This design comes from an exercise in tuning for small area, a short achievable clock period and few clock cycles per item on the open sky130 flow, not from production work. RTL that was checked went through simulation tests only; none was proved equivalent to the original.

==> flow/design.v <==
module top(clk, rst, start, i, socin1, socin2, socin3, socin4,
           socout1, socout2, socout3, socout4, outReady);
  input clk, rst, start, i;
  input socin1, socin2, socin3, socin4;
  output socout1, socout2, socout3, socout4;
  output reg outReady;
  reg [5:0] cnt;            
  reg [12:0] c;             
  reg [9:0]  tpos_lo;       
  reg [1:0]  tpos_hi;
  reg [1:0]  tcar;
  reg [12:0] T;             
  wire ng = c[12];
  reg sh_c, sh_s, tpos_acc, tpos_fin, a_pre, rec, tneg_clr, tneg_acc;
  reg at15, at23, main_it, horner, out_sh;
  wire main_init = at23 | (at15 & !ng);
  wire [12:0] c_n = sh_c ? {i, c[12:1]} : c;
  wire [5:0] cnt_n = rst ? 6'd0 :
                     (cnt == 6'd0) ? {5'd0, start} :
                     (cnt == 6'd15 && !ng) ? 6'd24 :
                     (cnt == 6'd49) ? 6'd0 : cnt + 6'd1;
  always @(posedge clk) begin
    cnt      <= cnt_n;
    sh_c     <= (cnt_n >= 6'd2)  & (cnt_n <= 6'd14);
    sh_s     <= (cnt_n >= 6'd2)  & (cnt_n <= 6'd11);
    tpos_acc <= (cnt_n >= 6'd3)  & (cnt_n <= 6'd12);
    tpos_fin <= (cnt_n == 6'd12);
    a_pre    <= (cnt_n >= 6'd1)  & (cnt_n <= 6'd11);
    rec      <= (cnt_n >= 6'd12) & (cnt_n <= 6'd22);
    tneg_clr <= (cnt_n == 6'd12);
    tneg_acc <= (cnt_n >= 6'd13) & (cnt_n <= 6'd23);
    at15     <= (cnt_n == 6'd15);
    at23     <= (cnt_n == 6'd23);
    main_it  <= (cnt_n >= 6'd24) & (cnt_n <= 6'd35);
    horner   <= (cnt_n >= 6'd24) & (cnt_n <= 6'd36);
    out_sh   <= (cnt_n >= 6'd37) & (cnt_n <= 6'd48);
    outReady <= (cnt_n >= 6'd37) & (cnt_n <= 6'd48);
  end
  always @(posedge clk) c <= c_n;
  wire [24:0] P1, P2, P3, P4;
  wire [2:0] ssum = P1[24] + P2[24] + P3[24] + P4[24] + tcar;
  always @(posedge clk) begin
    if (a_pre & !tpos_acc) tcar <= 2'd0;
    else if (tpos_acc) begin
      tcar <= ssum[2:1];
      tpos_lo <= {ssum[0], tpos_lo[9:1]};
      if (tpos_fin) tpos_hi <= ssum[2:1];
    end
  end
  wire [2:0] pc = P1[0] + P2[0] + P3[0] + P4[0];
  always @(posedge clk) begin
    if (tneg_clr) T <= 13'd0;
    else if (at15 & !ng) T <= {1'b0, tpos_hi, tpos_lo};
    else if (tneg_acc) T <= {T[11:0], 1'b0} + pc;
  end
  UNIT u1(clk, socin1, sh_s, a_pre, rec, main_init, main_it, horner, out_sh, ng, c, T, P1);
  UNIT u2(clk, socin2, sh_s, a_pre, rec, main_init, main_it, horner, out_sh, ng, c, T, P2);
  UNIT u3(clk, socin3, sh_s, a_pre, rec, main_init, main_it, horner, out_sh, ng, c, T, P3);
  UNIT u4(clk, socin4, sh_s, a_pre, rec, main_init, main_it, horner, out_sh, ng, c, T, P4);
  assign socout1 = P1[11];
  assign socout2 = P2[11];
  assign socout3 = P3[11];
  assign socout4 = P4[11];
endmodule
module UNIT(clk, sin, sh_s, a_pre, rec, main_init, main_it, horner, out_sh, ng, c, T, P);
  input clk, sin, sh_s, a_pre, rec, main_init, main_it, horner, out_sh, ng;
  input [12:0] c;
  input [12:0] T;
  output reg [24:0] P;
  reg [12:0] A;
  reg        qd;
  wire [9:0] s  = P[24:15];
  wire       nz = |s;
  wire [12:0] M = rec ? {3'b000, s} : T;
  wire [13:0] D = {1'b0, A} - {1'b0, M};
  wire ge = !D[13];
  always @(posedge clk) begin
    if (a_pre) A <= 13'd1;
    else if (main_init) A <= ng ? {2'b00, P[10:0]} : {3'b000, s};
    else if (rec | main_it) A <= ge ? {D[11:0], 1'b0} : {A[11:0], 1'b0};
  end
  always @(posedge clk) qd <= main_it & ge;
  always @(posedge clk) begin
    if (sh_s) P[24:15] <= {sin, P[24:16]};
    else if (main_init) P <= 25'd0;
    else if (rec) P[10:0] <= {P[9:0], ge & nz};
    else if (horner) P <= {P[23:0], 1'b0} + (qd ? {{12{c[12]}}, c} : 25'd0);
    else if (out_sh) P <= {P[24], P[24:1]};
  end
endmodule
==> flow/config.mk <==
export PLATFORM = sky130hd
export DESIGN_NAME = top
export DESIGN_NICKNAME = top
export VERILOG_FILES = /design/flow/design.v
export SDC_FILE = /design/flow/constraint.sdc
export NUM_CORES = 4
export LEC_CHECK = 0
export CAP_MARGIN = 20
export CORE_MARGIN = 2
export CORE_UTILIZATION = 40
export PLACE_DENSITY = 0.6
export SETUP_SLACK_MARGIN = 2.0
export SLEW_MARGIN = 20
==> flow/constraint.sdc <==
create_clock -name core_clock -period 5.0 [get_ports {clk}]
set_input_delay 1.0000 -clock core_clock [delete_from_list [all_inputs] [get_ports {clk}]]
set_output_delay 1.0000 -clock core_clock [all_outputs]
set_load 0.01 [all_outputs]
run.sh (not shown) runs the stock make flow with config.mk's settings and CLKGATE_MAP_FILE= SYNTH_SCRIPT=/design/flow/synth_recipe.tcl, a recipe that flattens the netlist after the stock synthesis.
Testbench counts at the start, summed over its fixed seeds: cycles 22,992, items 512.
==> next run, changes <==
--- a/flow/design.v
+++ b/flow/design.v
@@ -72,19 +72,19 @@
   wire [9:0] s  = P[24:15];
   wire       nz = |s;
   wire [12:0] M = rec ? {3'b000, s} : T;
   wire [13:0] D = {1'b0, A} - {1'b0, M};
   wire ge = !D[13];
   always @(posedge clk) begin
-    if (a_pre) A <= 13'd1;
-    else if (main_init) A <= ng ? {2'b00, P[10:0]} : {3'b000, s};
+    if (main_init) A <= ng ? {2'b00, P[10:0]} : {3'b000, s};
     else if (rec | main_it) A <= ge ? {D[11:0], 1'b0} : {A[11:0], 1'b0};
+    else if (a_pre) A <= 13'd1;
   end
   always @(posedge clk) qd <= main_it & ge;
   always @(posedge clk) begin
-    if (sh_s) P[24:15] <= {sin, P[24:16]};
+    if (horner) P <= {P[23:0], 1'b0} + (qd ? {{12{c[12]}}, c} : 25'd0);
+    else if (sh_s) P[24:15] <= {sin, P[24:16]};
     else if (main_init) P <= 25'd0;
     else if (rec) P[10:0] <= {P[9:0], ge & nz};
-    else if (horner) P <= {P[23:0], 1'b0} + (qd ? {{12{c[12]}}, c} : 25'd0);
     else if (out_sh) P <= {P[24], P[24:1]};
   end
 endmodule
What happened: The changed run went through all stages and came out clean. Die area rose by 1.0%. Sequential cell count stays the same. Worst setup slack is worse by 0.095 ns. Non-clock buffer count fell by 8. Routed wire length fell by 1.4%. Final area rose by 3.1%. Critical path depth fell by 5. Synthesized cell count fell by 7.6%.
No functional check of the RTL was part of the second run of this note.

-- port drivers added, routing unchanged --
The flow's constraints put no driver on any port. The routed layouts listed below were extracted and timed again, unchanged, in two steps.
Step 1 assumes that a clkbuf_16 drives the clock port and a buf_2 every other input.
Step 2 times the ports against the registers' clock, not the clock port: input delays grow and output delays shrink by t, the midpoint of the rising clock arrivals with the driver on.
Slacks: no drivers / after step 1 / after step 2; pairs: no drivers / after step 1.
run | t (ns) | setup slack, ns | worst setup path after step 2 | worst register clock-pin slew, ns
the first run | 0.602 | 1.914 / 1.914 / 1.856 | input to register | 0.07 / 0.07
the second run | 0.629 | 1.819 / 1.819 / 1.819 | register to register | 0.06 / 0.06
After both steps setup and hold are still met in every run listed. For the first run, which loses most, drivers alone change the setup slack by 0.000 ns; drivers and shift together by -0.058 ns.
